Source: an optimization exercise on an open RTL-to-GDS flow (aim: small area). Production flows keep margins and buffers that such runs may drop.
The RTL was checked by simulation tests, not by an equivalence proof against the original design.
Power figures rest on the tool's default switching activity, not on a simulated workload.

**design.v**
```verilog
package param;
    parameter CREDIT_VAL_SIZE = 25 ;
    parameter UP_LIMIT_SIZE = 15 ;
    parameter ATM_CAP_SIZE=        18 ;
    parameter PASSWORD_SIZE = 16 ;
    parameter DEPTH = 64 ;
    parameter PINCARD_SIZE = 6 ;
    parameter WITHDRAW_SIZE=		15;
    parameter TRANSFER_SIZE=		15;
    parameter DEPOSITE_SIZE=		15;
    parameter OP_CHOICE_SIZE=		2;
    parameter WAITING_TIMER_SIZE = 8;
    parameter SLOW_CLK_COUNTER_SIZE=5 ;
    parameter DIVISOR=16;
    parameter RAM_DATA_WIDTH=UP_LIMIT_SIZE+CREDIT_VAL_SIZE;
    parameter ROM_DATA_WIDTH=PASSWORD_SIZE+1;
    parameter WAITING_TIME=5;
endpackage 
module rom #(parameter ROM_DATA_WIDTH = 17,
                       ROM_MEM_SIZE   = 64)
(
	input  wire                             clk,
	input  wire                             read_enable,
	input  wire  [$clog2(ROM_MEM_SIZE)-1:0] address,
	output wire  [ROM_DATA_WIDTH-1:0]       data_out
);
(*rom_style = "block" *) reg [ROM_DATA_WIDTH-1:0] data;  
always  @(posedge clk) begin
    if(read_enable) begin
        case (address)
			'd0:  data <= 'b1000010000100011_1;		'd1:  data <= 'b0001100001000111_1;
			'd2:  data <= 'b0100001001001001_1;		'd3:  data <= 'b0001001100011001_0;
			'd4:  data <= 'b0101100100010111_0;		'd5:  data <= 'b1000000101100101_1;
			'd6:  data <= 'b0001010001100000_1;		'd7:  data <= 'b0010011010011000_1;
			'd8:  data <= 'b0100001010001001_1;		'd9:  data <= 'b0011000110011000_1;
			'd10: data <= 'b1000000101010101_1;		'd11: data <= 'b0100000101101000_1;
			'd12: data <= 'b0110011101001001_1;		'd13: data <= 'b0101010001000000_1;
			'd14: data <= 'b0110001001010001_1;		'd15: data <= 'b1001010001010011_0;
			'd16: data <= 'b1001010010010001_0;		'd17: data <= 'b0010000000000101_1;
			'd18: data <= 'b1000010110010001_1;		'd19: data <= 'b0100000100010100_1;
			'd20: data <= 'b0001100100000111_1;		'd21: data <= 'b0100010001010000_1;
			'd22: data <= 'b0101010110010011_1;		'd23: data <= 'b1001011001001001_0;
			'd24: data <= 'b0100001101000011_1;		'd25: data <= 'b0001000100010001_1;
			'd26: data <= 'b1000011100110111_1;		'd27: data <= 'b0001100110011001_1;
			'd28: data <= 'b0101001100000101_0;		'd29: data <= 'b1000011001001001_1;
			'd30: data <= 'b0101011000110010_1;		'd31: data <= 'b0101000000011001_1;
			'd32: data <= 'b1000001000000100_1;		'd33: data <= 'b0001000110000011_1;
			'd34: data <= 'b0110000101010011_1;		'd35: data <= 'b0100011100000010_1;
			'd36: data <= 'b1001100001100110_1;		'd37: data <= 'b1000001000010010_1;
			'd38: data <= 'b0001010010000101_1;		'd39: data <= 'b0010011100010100_1;
			'd40: data <= 'b0101000001110001_1;		'd41: data <= 'b0111001100100110_1;
			'd42: data <= 'b0011100110001000_1;		'd43: data <= 'b0100001000111001_1;
			'd44: data <= 'b1001001010010011_1;		'd45: data <= 'b1001010110000010_1;
			'd46: data <= 'b0100011001101001_1;		'd47: data <= 'b1001000010000111_1;
			'd48: data <= 'b0011100101110010_1;		'd49: data <= 'b0001011101000100_1;
			'd50: data <= 'b0101011101000000_1;		'd51: data <= 'b0110100101000111_0;
			'd52: data <= 'b1001000000110110_0;		'd53: data <= 'b1001011010000110_1;
			'd54: data <= 'b0111100100101001_1;		'd55: data <= 'b0111100000110001_1;
			'd56: data <= 'b0111001110010000_1;		'd57: data <= 'b0111001100010011_1;
			'd58: data <= 'b0111100100000101_1;		'd59: data <= 'b1001011101101001_1;
			'd60: data <= 'b0100001101100011_1;		'd61: data <= 'b0001011101000111_1;
			'd62: data <= 'b0011000101010110_1;		'd63: data <= 'b0010100110010011_1;
        endcase
    end
end
assign data_out = data;
endmodule
module single_port_ram #(parameter  FINAL_UP_LIMIT_WIDTH   = 15,
                                    AVAILABLE_CREDIT_WIDTH = 25,
                                    RAM_DATA_WIDTH         = FINAL_UP_LIMIT_WIDTH + AVAILABLE_CREDIT_WIDTH,
                                    RAM_MEM_SIZE           = 64)
(
	input  wire                             clk,
	input  wire                             rst_n,
	input  wire                             write_enable,
	input  wire  [$clog2(RAM_MEM_SIZE)-1:0] address,
	input  wire  [RAM_DATA_WIDTH-1:0]       data_in,
	output wire   [RAM_DATA_WIDTH-1:0]       data_out
);
localparam [64*40-1:0] RAM_INIT = {
    40'hea61e098d5,
    40'hea61e5a61b,
    40'hea61bc653c,
    40'hea617cf14f,
    40'hea61640b6c,
    40'hea61be1b00,
    40'hea617ba6fb,
    40'hea61f363e0,
    40'hea60f2e370,
    40'hea60c0a54f,
    40'hea60b7afaf,
    40'hea60a30d0a,
    40'hea6146e0c4,
    40'hea61ada466,
    40'hea615cfdb0,
    40'hea61bd0d9f,
    40'hea6127f936,
    40'hea61f956f3,
    40'hea614153e4,
    40'hea6099623a,
    40'hea61e43c3b,
    40'hea61d17337,
    40'hea61b903d7,
    40'hea60f5b5f0,
    40'hea61fad54f,
    40'hea617e89bc,
    40'hea6151dae1,
    40'hea60992d98,
    40'hea616834f9,
    40'hea60a0d48f,
    40'hea61b0c140,
    40'hea61941ec3,
    40'hea60e21b8d,
    40'hea60a152ef,
    40'hea60dc4e70,
    40'hea61f1b47b,
    40'hea61f30945,
    40'hea60d41c75,
    40'hea60cc66fc,
    40'hea610e517f,
    40'hea60f3bb06,
    40'hea60fee84e,
    40'hea60f82062,
    40'hea617035b0,
    40'hea6168fd16,
    40'hea617a94f6,
    40'hea610300aa,
    40'hea612d780f,
    40'hea60fb190f,
    40'hea61d4d911,
    40'hea60d17c83,
    40'hea61373324,
    40'hea61a1fe06,
    40'hea60b59b76,
    40'hea60dc0ea3,
    40'hea610342f7,
    40'hea6152e9e1,
    40'hea61abdd4d,
    40'hea617474bf,
    40'hea614820f8,
    40'hea61e2bf6f,
    40'hea60e2e2a0,
    40'hea61d18a25,
    40'hea60e85ffb
};
reg [RAM_MEM_SIZE*RAM_DATA_WIDTH-1:0] memory;  
genvar i;
generate
for (i = 0; i < RAM_MEM_SIZE; i = i + 1) begin : g_word
    always  @(posedge clk or negedge rst_n) begin
        if (!rst_n) begin
            memory[i*RAM_DATA_WIDTH +: RAM_DATA_WIDTH] <= RAM_INIT[i*40 +: RAM_DATA_WIDTH];
        end
        else if (write_enable && (address == i)) begin
            memory[i*RAM_DATA_WIDTH +: RAM_DATA_WIDTH] <= data_in;
        end
    end
end
endgenerate
assign data_out=memory[address*RAM_DATA_WIDTH +: RAM_DATA_WIDTH];
endmodule
module card_handling #(parameter  FINAL_UP_LIMIT_WIDTH   = 15,
                                  AVAILABLE_CREDIT_WIDTH = 25,
                                  TRANSFER_SIZE          = 15,
                                  RAM_DATA_WIDTH         = FINAL_UP_LIMIT_WIDTH + AVAILABLE_CREDIT_WIDTH,
                                  ROM_DATA_WIDTH         = 17,
                                  MEM_SIZE               = 64)
(
    input  wire                        clk,
    input  wire                        rst_n,
    input  wire [$clog2(MEM_SIZE)-1:0] input_card_pin,
    input  wire                        insert,
    input  wire                                        ram_write_enable,
    input  wire [$clog2(MEM_SIZE)-1:0]                 transfer_card_pin,
    input  wire                                        transfer_enable,
    input  wire [TRANSFER_SIZE-1:0]                    transfer_value,
    input  wire  [AVAILABLE_CREDIT_WIDTH-1:0]          final_credit,
    input  wire  [FINAL_UP_LIMIT_WIDTH-1:0]            final_up_limit,
    output wire [AVAILABLE_CREDIT_WIDTH-1:0] available_credit,
    output wire [FINAL_UP_LIMIT_WIDTH-1:0]   up_limit,
    output wire [ROM_DATA_WIDTH-2:0]   ref_password,
    output wire                        valid
);
wire [ROM_DATA_WIDTH-1:0]   rom_data_out;
wire [$clog2(MEM_SIZE)-1:0] ram_addr;
wire [RAM_DATA_WIDTH-1:0]   ram_data_in;
wire [RAM_DATA_WIDTH-1:0]   ram_data_out;
wire [AVAILABLE_CREDIT_WIDTH-1:0] final_transfered_available_credit;
rom #(.ROM_DATA_WIDTH(ROM_DATA_WIDTH),
      .ROM_MEM_SIZE(MEM_SIZE))
card_handling_rom (
	.clk(clk),
	.read_enable(insert),
	.address(input_card_pin),
	.data_out(rom_data_out)
);
assign ref_password = rom_data_out[ROM_DATA_WIDTH-1:1];
assign valid        = rom_data_out[0];
single_port_ram #(.FINAL_UP_LIMIT_WIDTH(FINAL_UP_LIMIT_WIDTH),
                  .AVAILABLE_CREDIT_WIDTH(AVAILABLE_CREDIT_WIDTH),
                  .RAM_MEM_SIZE(MEM_SIZE))
card_handling_ram(
	.clk(clk),
	.rst_n(rst_n),
	.write_enable(ram_write_enable),
	.address(ram_addr),
	.data_in(ram_data_in),
	.data_out(ram_data_out)
);
assign final_transfered_available_credit = available_credit + transfer_value;
assign available_credit = ram_data_out[AVAILABLE_CREDIT_WIDTH-1:0];
assign up_limit         = ram_data_out[RAM_DATA_WIDTH-1:AVAILABLE_CREDIT_WIDTH];
assign ram_data_in = transfer_enable ? {up_limit, final_transfered_available_credit} : {final_up_limit, final_credit};
assign ram_addr    = transfer_enable ? transfer_card_pin : input_card_pin;
endmodule
module clock_divider
    #(parameter SLOW_CLK_COUNTER_SIZE=5,DIVISOR=16)
     (
    input clk,
    input rst_n,
    output  slow_clk,
    output  slow_tick    
);
reg [SLOW_CLK_COUNTER_SIZE-1:0] counter;
    always @( posedge clk,negedge rst_n ) begin : blockName
        if(!rst_n)begin
            counter<=1'b0; 
        end
        else begin
            counter<=counter+1;
        end
    end
    assign slow_clk=counter[$clog2(DIVISOR)-1];
    assign slow_tick=(counter[$clog2(DIVISOR)-1:0]==(DIVISOR/2-1));
endmodule
import  param::*;
module atm 
     (
        input  clk,
        input  rst_n,
        output logic [CREDIT_VAL_SIZE-1:0] available_credit_out,
        output logic    abort,
        output logic    done,
        output logic    card_spell_out,
        output logic [CREDIT_VAL_SIZE-1:0] final_credit,
        output logic [UP_LIMIT_SIZE-1:0] final_up_limit,
        output logic    transfer_en,
        output logic    wr_en,
        input logic atm_init,
        input logic insert,
        input logic [ATM_CAP_SIZE-1:0] atm_capacity,
        input logic [OP_CHOICE_SIZE-1:0] op_choice,
        input logic language_choice,
        input logic [PASSWORD_SIZE-1:0]input_password,
        input logic [DEPOSITE_SIZE-1:0]deposite_value,
        input logic [WITHDRAW_SIZE-1:0]withdrawal_value,
        input logic [TRANSFER_SIZE-1:0]transfer_value,
        input logic enter,
        input logic cancel,
        input logic [CREDIT_VAL_SIZE-1:0]available_credit,
        input logic [PASSWORD_SIZE-1:0] ref_password,
        input logic valid,
        input logic [UP_LIMIT_SIZE-1:0] up_limit
);
enum bit [3:0] {IDLE,CHECK_CARD,LANGUAGE_CHOICE,OPERATION_CHOICE,DEPOSITE,WITHDRAWAL,BALANCE_SERVICE,TRANSFER,ABORT} current_state,next_state;
localparam [OP_CHOICE_SIZE-1:0] DEPOSITE_OP =2'd0 ;
localparam [OP_CHOICE_SIZE-1:0] WITHDRAWAL_OP =2'd1 ;
localparam [OP_CHOICE_SIZE-1:0] BALANCE_SERVICE_OP =2'd2 ;
localparam [OP_CHOICE_SIZE-1:0] TRANSFER_OP =2'd3 ;
 logic [CREDIT_VAL_SIZE-1:0] available_credit_out_nx,available_credit_out_r;
 logic abort_nx,abort_r;
 logic done_nx,done_r;
 logic card_spell_out_nx,card_spell_out_r;
 logic [CREDIT_VAL_SIZE-1:0] final_credit_nx,final_credit_r;
 logic [UP_LIMIT_SIZE-1:0] final_up_limit_nx,final_up_limit_r;
 logic transfer_en_nx,transfer_en_r;
 logic wr_en_nx,wr_en_r;
 logic dead_lock_nx,dead_lock_r;
 logic no_feedthrough_nx,no_feedthrough_r;
 logic [2:0] transfer_seq_count_nx, transfer_seq_count_r;
logic [ATM_CAP_SIZE-1:0] atm_capacity_nx,atm_capacity_r;
logic  language_choice_nx,language_choice_r;
  logic enter_r,enter_pe;
  logic cancel_r,cancel_pe;
  logic [WAITING_TIMER_SIZE-1:0] waiting_timer;      
  logic timer_en_nx,timer_en_r;                      
  logic [$clog2(DIVISOR)-1:0] last_cycle_timer_nx,last_cycle_timer_r;   
always_ff @( posedge clk, negedge rst_n ) begin : posedge_detector
    if(!rst_n)begin
        enter_r<=1'b0; 
        cancel_r<=1'b0;
    end
    else begin
        enter_r<=enter; 
        cancel_r<=cancel;
    end
end
assign enter_pe= (enter && ~enter_r);
assign cancel_pe= (cancel && ~cancel_r);
logic  slow_clk;
logic  slow_tick;
 clock_divider  #(.SLOW_CLK_COUNTER_SIZE(SLOW_CLK_COUNTER_SIZE),.DIVISOR(DIVISOR)) clk_divider_inst
     (
     .clk(clk),
     .rst_n(rst_n),
      .slow_clk(slow_clk),
      .slow_tick(slow_tick)
);
always_ff @( posedge clk, negedge rst_n ) begin : wating_timer
    if(!rst_n) begin
        waiting_timer<='0; 
    end
    else if(slow_tick==1'b0) begin
        waiting_timer<=waiting_timer; 
    end
    else if(timer_en_nx==1'b1) begin
        waiting_timer<=waiting_timer+1; 
    end
    else begin
        waiting_timer<='0; 
    end
end
always_ff @( posedge clk, negedge rst_n ) begin : Transition_Always_block
    if(!rst_n)begin
        current_state<=IDLE;
        available_credit_out_r<='0;
        abort_r<='0;
        done_r<='0;
        card_spell_out_r<='0;
        final_credit_r<='0;
        final_up_limit_r<='0;
        transfer_en_r<='0;
        atm_capacity_r<='0;
        language_choice_r<='0;
        transfer_seq_count_r<='0;
        wr_en_r<='0;
        timer_en_r<='0;
        dead_lock_r<=1'b1;
        no_feedthrough_r<=1'b0;
        last_cycle_timer_r<='0;
    end
    else begin
        current_state<=next_state;
        available_credit_out_r<=available_credit_out_nx;
        abort_r<=abort_nx;
        done_r<=done_nx;
        card_spell_out_r<=card_spell_out_nx;
        final_credit_r<=final_credit_nx;
        final_up_limit_r<=final_up_limit_nx;
        transfer_en_r<=transfer_en_nx;
        atm_capacity_r<=atm_capacity_nx;
        language_choice_r<=language_choice_nx;
        transfer_seq_count_r<=transfer_seq_count_nx;
        wr_en_r<=wr_en_nx;
        timer_en_r<=timer_en_nx;
        dead_lock_r<=dead_lock_nx;
        no_feedthrough_r<=no_feedthrough_nx;
        last_cycle_timer_r<=last_cycle_timer_nx;
    end
end
always@(*)begin
  next_state=current_state;
  available_credit_out_nx=available_credit_out_r;
  abort_nx=1'b0;
  done_nx=1'b0;
  wr_en_nx=1'b0;
  card_spell_out_nx=1'b0;
  final_credit_nx=final_credit_r;
  final_up_limit_nx=final_up_limit_r;
  transfer_en_nx=transfer_en_r; 
  timer_en_nx=timer_en_r;
  transfer_seq_count_nx=transfer_seq_count_r;
  atm_capacity_nx=atm_capacity_r;
  dead_lock_nx=dead_lock_r;
  no_feedthrough_nx=no_feedthrough_r;
  last_cycle_timer_nx=last_cycle_timer_r;
  language_choice_nx=language_choice_r;
  case(current_state)
    IDLE:begin
        if(atm_init==1'b1)begin
            atm_capacity_nx=atm_capacity;
        end
       else if(insert==1'b1)begin
        next_state=CHECK_CARD;
        end
    end  
    CHECK_CARD:begin
        if(cancel_pe==1'b1)begin
            next_state=IDLE;
            card_spell_out_nx=1'b1;
        end
        else if(enter_pe==1'b1)begin
           if((input_password==ref_password)&&(valid==1'b1) )begin
            next_state=LANGUAGE_CHOICE;
            final_credit_nx=available_credit;
            final_up_limit_nx=up_limit;
           end
        else begin
          next_state=IDLE;
          card_spell_out_nx=1'b1;
        end
        end
    end  
    LANGUAGE_CHOICE:begin
        if(cancel_pe==1'b1)begin
            next_state=IDLE;
            card_spell_out_nx=1'b1;
        end
        else if(enter_pe==1'b1)begin
        language_choice_nx=language_choice;
        next_state=OPERATION_CHOICE;
        end
    end
    OPERATION_CHOICE:begin
        transfer_seq_count_nx='0;
        dead_lock_nx=1'b1;
        if(cancel_pe==1'b1)begin
            next_state=IDLE;
            card_spell_out_nx=1'b1;
        end
        else if(enter_pe==1'b1)begin
           case(op_choice)
            DEPOSITE_OP:begin
                next_state=DEPOSITE;
            end
            WITHDRAWAL_OP:begin
                next_state=WITHDRAWAL;
            end
            BALANCE_SERVICE_OP:begin
                next_state=BALANCE_SERVICE;
            end
            TRANSFER_OP:begin
                next_state=TRANSFER;
            end
           endcase
            end
    end
    DEPOSITE:begin
        if((cancel_pe==1'b1)&&(timer_en_r==1'b0) && (last_cycle_timer_r == 0))begin
            next_state=OPERATION_CHOICE;
        end
        else if (no_feedthrough_r==1'b0)begin
            no_feedthrough_nx=1'b1;
        end
        else if((enter_pe==1'b1)&&(dead_lock_r==1'b1)&&(no_feedthrough_r==1'b1))begin
            final_credit_nx=final_credit_r+deposite_value;
            atm_capacity_nx=atm_capacity_r+deposite_value;
            wr_en_nx=1'b1;
            timer_en_nx=1;
            dead_lock_nx=1'b0;
        end
       else if((waiting_timer==WAITING_TIME) )begin
            timer_en_nx=1'b0;
            last_cycle_timer_nx=last_cycle_timer_r+1;
            if(last_cycle_timer_r==(DIVISOR-1))begin
            done_nx=1'b1;
            next_state=OPERATION_CHOICE;
            dead_lock_nx=1'b1;
            no_feedthrough_nx=1'b0;
            last_cycle_timer_nx='0;
       end
        end
    end
    WITHDRAWAL:begin
        if((cancel_pe==1'b1)&&(timer_en_r==1'b0) && (last_cycle_timer_r == 0))begin
            next_state=OPERATION_CHOICE;
        end
        else if (no_feedthrough_r==1'b0)begin
            no_feedthrough_nx=1'b1;
        end
        else if((enter_pe==1'b1)&&(dead_lock_r==1'b1)&&(no_feedthrough_r==1'b1))begin
            if((withdrawal_value<=atm_capacity_r)&&(withdrawal_value<=final_credit_r)&&(withdrawal_value<=final_up_limit_r))begin
                final_credit_nx=final_credit_r-withdrawal_value;
                final_up_limit_nx=final_up_limit_r-withdrawal_value;
                atm_capacity_nx=atm_capacity_r-withdrawal_value;
                timer_en_nx=1'b1;
                wr_en_nx=1'b1;
                dead_lock_nx=1'b0;
            end
            else begin
                abort_nx=1'b1;
                next_state=ABORT;
                card_spell_out_nx=1'b1;
                dead_lock_nx=1'b1;
                no_feedthrough_nx=1'b0;
            end
        end
        else if(waiting_timer==WAITING_TIME )begin
            timer_en_nx=1'b0;
            last_cycle_timer_nx=last_cycle_timer_r+1;
            if(last_cycle_timer_r==(DIVISOR-1))begin
            done_nx=1'b1;
            next_state=OPERATION_CHOICE;
            dead_lock_nx=1'b1;
            no_feedthrough_nx=1'b0;
            last_cycle_timer_nx='0;
       end
        end
    end
    BALANCE_SERVICE:begin
    done_nx=1'b1;
    next_state=OPERATION_CHOICE;
    available_credit_out_nx=final_credit_r;
    end
    TRANSFER:begin
        if(cancel_pe==1'b1)begin
            next_state=OPERATION_CHOICE;
        end
        else if (no_feedthrough_r==1'b0)begin
            no_feedthrough_nx=1'b1;
        end
        else if((enter_pe==1'b1)&&(dead_lock_r==1'b1)&&(no_feedthrough_r==1'b1))begin
            if((transfer_value<=final_credit_r)&&(transfer_value<=final_up_limit_r))begin
                final_credit_nx=final_credit_r-transfer_value;
                final_up_limit_nx=final_up_limit_r-transfer_value;
                dead_lock_nx=1'b0;
            end
            else begin
                abort_nx=1'b1;
                next_state=ABORT;
                card_spell_out_nx=1'b1;
                dead_lock_nx=1'b1;
                no_feedthrough_nx=1'b0;
            end
        end
        else if(transfer_seq_count_r!=3'd4 && (dead_lock_r==1'b0))begin
            transfer_seq_count_nx=transfer_seq_count_r+1;  
                    case(transfer_seq_count_r)
                        3'b000:begin
                            wr_en_nx=1'b1;                          
                        end
                        3'b001:begin
                            transfer_en_nx=1'b1;
                        end
                        3'b010:begin
                            wr_en_nx=1'b1;
                        end
                        3'b011:begin
                            transfer_en_nx=1'b0;
                            next_state=OPERATION_CHOICE;
                            done_nx=1'b1;
                            dead_lock_nx=1'b1;
                            no_feedthrough_nx=1'b0;
                        end
                    endcase 
         end
    end
    ABORT:begin
        next_state=IDLE;
    end
endcase
end
assign   available_credit_out=available_credit_out_r;
assign   abort=abort_r;
assign   done=done_r;
assign   card_spell_out=card_spell_out_r;
assign   final_credit=final_credit_r;
assign   final_up_limit=final_up_limit_r;
assign   transfer_en=transfer_en_r;
assign   wr_en=wr_en_r;
endmodule
import param::*;
module atm_top 
    (
       input  clk,
       input  rst_n,
       output logic [CREDIT_VAL_SIZE-1:0] available_credit_out,
       output logic abort,
       output logic done,
       output logic card_spell_out,
       input logic atm_init,
       input logic insert,    
       input logic [ATM_CAP_SIZE-1:0] atm_capacity,
       input logic [OP_CHOICE_SIZE-1:0] op_choice,
       input logic language_choice,
       input logic [PASSWORD_SIZE-1:0]input_password,
       input logic [DEPOSITE_SIZE-1:0]deposite_value,
       input logic [WITHDRAW_SIZE-1:0]withdrawal_value,
       input logic enter,
       input logic cancel,
input logic [PINCARD_SIZE-1:0] input_card_pin,
input logic [PINCARD_SIZE-1:0] transfer_card_pin,
input logic [TRANSFER_SIZE-1:0] transfer_value
);
 logic [CREDIT_VAL_SIZE-1:0] ch_available_credit_sm;
 logic [PASSWORD_SIZE-1:0]  ch_ref_password_sm;
 logic                      ch_valid_cm;
 logic [UP_LIMIT_SIZE-1:0]  ch_up_limit_sm;
logic [CREDIT_VAL_SIZE-1:0] sm_final_credit_ch;
logic [UP_LIMIT_SIZE-1:0]   sm_final_up_limit_ch;
logic                       sm_transfer_en_ch;
logic                       sm_wr_en_ch;
 atm  atm_inst
    (
         .clk(clk),
         .rst_n(rst_n),
        .available_credit_out(available_credit_out),
        .abort(abort),
        .done(done),
        .card_spell_out(card_spell_out),
        .final_credit(sm_final_credit_ch),
        .final_up_limit(sm_final_up_limit_ch),
        .transfer_en(sm_transfer_en_ch),
        .wr_en(sm_wr_en_ch),
        .atm_init(atm_init),
        .insert(insert),
        .atm_capacity(atm_capacity),
        .op_choice(op_choice),
        .language_choice(language_choice),
        .input_password(input_password),
        .deposite_value(deposite_value),
        .withdrawal_value(withdrawal_value),
        .transfer_value(transfer_value),
        .enter(enter),
        .cancel(cancel), 
        .available_credit(ch_available_credit_sm),
        .ref_password(ch_ref_password_sm),
        .valid(ch_valid_cm),
        .up_limit(ch_up_limit_sm)
);
 card_handling #(  .FINAL_UP_LIMIT_WIDTH(UP_LIMIT_SIZE) ,
       .AVAILABLE_CREDIT_WIDTH (CREDIT_VAL_SIZE),
       .TRANSFER_SIZE(TRANSFER_SIZE),
       .RAM_DATA_WIDTH         (RAM_DATA_WIDTH),
       .ROM_DATA_WIDTH          (ROM_DATA_WIDTH),
       .MEM_SIZE                (DEPTH)
 ) 
 card_handler 
(
 .clk(clk),
 .rst_n(rst_n),
.input_card_pin(input_card_pin),
.insert(insert),
.ram_write_enable(sm_wr_en_ch),
 .transfer_card_pin(transfer_card_pin),
 .transfer_enable(sm_transfer_en_ch),
 .transfer_value(transfer_value),
.final_credit(sm_final_credit_ch),
.final_up_limit(sm_final_up_limit_ch),
 .available_credit(ch_available_credit_sm),
 .up_limit(ch_up_limit_sm),
    .ref_password(ch_ref_password_sm),
    .valid(ch_valid_cm)
);
endmodule 
```
**run.sh**
```bash
#!/bin/bash
# synth_recipe.tcl (not shown) runs the flow's synth.tcl, then flattens the netlist and writes it again
# the make line also repeats each setting of config.mk as NAME=value (left out here)
make -C /OpenROAD-flow-scripts/flow DESIGN_CONFIG=/design/flow/config.mk WORK_HOME=/design/flow/orfs CLKGATE_MAP_FILE= SYNTH_SCRIPT=/design/flow/synth_recipe.tcl finish
```
**config.mk**
```make
export PLATFORM = sky130hd
export DESIGN_NAME = atm_top
export DESIGN_NICKNAME = atm_top
export VERILOG_FILES = /design/flow/design.v
export SDC_FILE = /design/flow/constraint.sdc
export NUM_CORES = 4
export LEC_CHECK = 0
export CAP_MARGIN = 20
export CORE_MARGIN = 2
export CORE_UTILIZATION = 50
export PLACE_DENSITY = 0.6
export SLEW_MARGIN = 20
```
**constraint.sdc**
```tcl
create_clock -name core_clock -period 10.0 [get_ports {clk}]
set_input_delay 2.0000 -clock core_clock [delete_from_list [all_inputs] [get_ports {clk}]]
set_output_delay 2.0000 -clock core_clock [all_outputs]
set_load 0.01 [all_outputs]
```
==> key figures <==
Outcome
  – Status: timing/DRC/antenna clean

Global routing
  – Vias in the first global route: 93.5k
  – GRT Util Overall: 31.5%
  – Initial antenna violation count: 14
  – Total grt overflow: 0
  – First-pass GRT wire length: 610000 µm
  – Largest net degree at the start of global routing: 181

Synth
  – Syn_area_per_cell: 10.3 µm²
  – Synth area leaders: dfrtp_1 (27%), dfstp_2 (27%), o21ai_0 (11%)
  – Sequential area share after synthesis: 54.8%
  – Post-synthesis compound-gate area fraction: 17.1%
  – Simple-gate area share of the yosys netlist: 11.2%
  – Syn nets: 12.4k
  – Mapped cell area: 0.126 mm²
  – Post-synth EDFFs: 17
  – Largest family of logic cells by synthesized area: compound AO/OA/AOI/OAI gates
  – Number of synthesized register bits: 2693
  – FFs w/ async S/R, synth: 99.4%
  – Netlist cell types: 97
  – Post-synth top area share: 27.5%
  – Post-Synth Adder-Cell Area: 1.57%
  – Primary FF master, synth: dfrtp_1
  – Gate Count Post-Synth: 12.2k
  – Post-Synth XOR/XNOR Area: 0.848%
  – Synth warn: 4
  – Multiplexer share of the synthesized area: 10.6%
  – Synth area leader: dfrtp_1

Placed design
  – Hpwl dp: 248000 µm
  – Routability Congestion: 0.906
  – Setup WS pre-CTS: 984 ps
  – Buffers on Ports: 126
  – Cell Area, Placed: 0.131 mm²
  – Dpl cells: 14.8k

Final layout
  – Fin area: 0.141 mm²
  – Area of the multi-input gates: 0.0535 mm²
  – Non-filler cells, final: 15.4k
  – Layout cells sized above 1: 23.4%
  – Register area: 0.0691 mm²
  – FILL cells: 21.5k
  – Layout Nets: 12.0k
  – Syn-to-layout area delta: 11.8%

Critical path
  – CP max stage cell: mux4_2
  – CP max FO: 64
  – CP most frequent cell: buf_4
  – Crit path cell chain: clkdlybuf4s50_1 -> buf_4 -> mux2_8 -> buf_12 -> buf_4 -> mux4_2 -> o22ai_1 -> o21ai_0 -> nand4_1 -> buf_4 -> inv_1 -> ha_1 -> a21o_1 -> a21oi_1 -> o21ai_0 -> o22a_1 -> o41a_1 -> a211oi_1 -> o41ai_1 -> a31oi_4 -> buf_4 -> o21ai_0
  – Critical Path Source: input_card_pin[0]
  – RR Startpoint: atm_inst.transfer_en_r
  – R2R depth: 16
  – Worst path required time: 10760 ps
  – CP Launch Type: input port
  – Crit end category: flip-flop
  – Worst path arrival time: 8980 ps
  – Kind of critical path: in -> reg
  – Crit-path max cell delay: 580 ps
  – R2R setup slack: 2610 ps
  – RR Endpoint: card_handler.card_handling_ram.memory[1981]

Route
  – DRC: 0
  – Drt pass-1 iters: 6
  – DRT Wirelength: 404000 µm
  – Final ANT Viol Nets: 0
  – Vias per cell: 6.16
  – Vias: 94.6k
  – Mean routed wirelength per cell: 26.3 µm
  – Starting DRT DRC Count: 8749

Clock tree
  – Clock-pin slew on the worst setup and hold paths: 60 ps
  – Clock Tree Buf Depth: 4
  – Worst skew pair latency: 970 ps
  – Root Driver: clkbuf_16
  – H-tree depth: 5
  – Clock sink count: 2693
  – CTS tree: built
  – Post_cts resized: 0
  – Total CTS buffers: 302
  – Post-CTS Setup Bufs: 0
  – Hold-fix buffers, CTS: 0

STA
  – Tcrit/Tclk final: 82.2%
  – Worst-Margin Slew: 1170 ps
  – Setup ws final: 1780 ps
  – Max-slew headroom: 21.7%
  – Fmax: 0.122 GHz
  – Max-slew violation count: 0
  – Post-route setup TNS: 0 ps
  – Tmin final: 8220 ps
  – Setup violators final: 0
  – Hold Fails Final Rpt: 0
  – Clk_skew: 111 ps
  – RSZ-0062 raised after global routing: no

Floorplan
  – # rows: 184
  – Die Wd: 506 µm
  – Initial Util: 50.2%
  – Die height: 506 µm
  – Core area: 0.251 mm²
  – Top Ports: 128
  – Area of the die: 0.256 mm²

Power
  – Leak Pwr: 54.5 nW
  – P per Cell Area: 164 mW/mm²
  – Peak VDD IR: 0.203 mV

Worst hold path
  – Hold Crit Depth: 2
  – Hold Startpoint: card_handler.card_handling_ram.memory[1304]
  – HP Class: reg -> reg
  – Hold Path Sink: card_handler.card_handling_ram.memory[1304]

Job
  – Max cap viols: 0
-- where the power goes --
part           leakage (nW)  internal (W)  switching (W)  total (W)
combinational          16.9      0.000314       0.000829    0.00114
clock                  4.81       0.00655        0.00451     0.0111
sequential             32.8        0.0109     0.00000465     0.0109
-- registers in the layout (all words and copies together), names as in the netlist, 3 cells and up --
signal	cells
atm_inst.current_state	4
atm_inst.transfer_seq_count_r	3
atm_inst.final_up_limit_r	15
card_handler.card_handling_rom.data	17
atm_inst.last_cycle_timer_r	4
atm_inst.available_credit_out_r	25
card_handler.card_handling_ram.memory	2560
atm_inst.waiting_timer	8
atm_inst.atm_capacity_r	18
atm_inst.final_credit_r	25
atm_inst.clk_divider_inst.counter	4
-- layer usage --
| metal | vias to the layer above | share of wire [%] | global-route usage (%) |
|---|---|---|---|
| met5 | - | 0.021 | 0 |
| met4 | 12 | 3.8 | 11.3 |
| met1 | 48100 | 43 | 44.2 |
| met2 | 3425 | 46 | 48.9 |
| li1 | 42300 | - | - |
| met3 | 760 | 7.8 | 6.40 |
-- how the worst max path moves through the flow --
stage,end,depth (start not counted)
global placement,card_handler.card_handling_ram.memory[541],22
global route,card_handler.card_handling_ram.memory[341],22
floorplan,card_handler.card_handling_ram.memory[1619],28
CTS,card_handler.card_handling_ram.memory[1619],23
detailed placement,card_handler.card_handling_ram.memory[341],22
finish,card_handler.card_handling_ram.memory[1981],22
-- stage by stage --
step           hold slack, ps  power, W  util, %
3_5_place_dp              456    0.0123     52.2
3_3_place_gp              438    0.0123     52.2
4_1_cts                   464    0.0233     56.1
2_1_floorplan             422    0.0117        -
5_1_grt                   476    0.0238     56.2
6_report                  463    0.0231     56.2
-- final cells by class --
type,count,area share (%)
well taps,3348,2.97
flip-flops and latches,2693,49.0
diodes,10,0.0177
inverters,85,0.226
clock inverters,63,0.508
repair buffers,418,2.89
clock buffers,472,6.45
multi-input cells,8275,37.9
-- synthesized netlist by cell type (all sizes together), types with 14 or more instances --
| library cell | number |
|---|---|
| dfrtp | 1385 |
| nor3 | 44 |
| dfstp | 1291 |
| ha | 145 |
| o21a | 72 |
| a31oi | 24 |
| o21bai | 14 |
| mux4 | 555 |
| a211oi | 37 |
| or2 | 19 |
| nor2b | 31 |
| a21o | 55 |
| nand3 | 127 |
| a22o | 15 |
| a41oi | 20 |
| or3 | 21 |
| a21oi | 272 |
| o31ai | 21 |
| nand2b | 16 |
| a22oi | 227 |
| o22ai | 146 |
| and3 | 35 |
| inv | 84 |
| buf | 169 |
| mux2 | 52 |
| xnor2 | 81 |
| nor2 | 140 |
| edfxtp | 17 |
| o211ai | 20 |
| nor4 | 51 |
| nand2 | 2836 |
| o21ai | 2877 |
| and4 | 19 |
| nand4 | 47 |
| or4 | 24 |
| mux2i | 30 |
| clkbuf | 962 |
| xor2 | 41 |
-- logic make-up after synthesis --
kind of cell / count (synthesis)
and+or+nand+nor: 3448
buffers and inverters: 1216
DFF: 2693
adders and majority gates: 153
AOI/OAI and AO/OA: 3915
xor gates and xnor gates: 122
muxes: 637
-- layout by cell type, fill, tap and decap left out, types with 69 or more instances in the layout --
| cell type | count |
|---|---|
| a21oi_1 | 263 |
| a22oi_1 | 226 |
| buf_4 | 246 |
| clkbuf_1 | 86 |
| clkbuf_16 | 307 |
| clkbuf_8 | 79 |
| clkdlybuf4s50_1 | 123 |
| dfrtp_1 | 1384 |
| dfstp_2 | 1291 |
| ha_1 | 145 |
| inv_1 | 83 |
| mux4_2 | 555 |
| nand2_1 | 2836 |
| nor2_1 | 133 |
| o21a_1 | 69 |
| o21ai_0 | 2729 |
| o21ai_1 | 129 |
| o22ai_1 | 145 |
| xnor2_1 | 81 |
-- critical path, delay by kind of cell --
kind,cells,cell delay [ps]
adder cells (fa/ha/maj),1,280
AO/OA/AOI/OAI,11,2780
AND/OR/NAND/NOR,1,220
multiplexers,2,1140
buffers and inverters,7,2370

## afterwards: timing with drivers on the ports
The results above use ideal ports. As a check the final layout listed here was re-extracted and re-timed, cells and wires unchanged. Step 1 (the two cells are an assumption about what drives the block):
set clk [get_ports {clk}]
set_driving_cell -lib_cell sky130_fd_sc_hd__clkbuf_16 $clk
set_driving_cell -lib_cell sky130_fd_sc_hd__buf_2 [delete_from_list [all_inputs] $clk]
Step 2 also shifts input and output timing later by t, the mid clock arrival at the registers, as if the neighbouring blocks saw the same clock. Slacks: no drivers / after step 1 / after step 2; pairs: no drivers / after step 1.
t (ns): 1.004
setup WS [ns]: 1.782 / 1.847 / 0.843
latest minus earliest clock arrival (ns): 0.111 / 0.111
worst slew at a driven data input, ns: 0.10
pins driven straight from the clock port: 1
After both steps this run still meets setup and hold. The setup slack of this run moves by +0.065 ns with the drivers and by -0.939 ns with both steps.
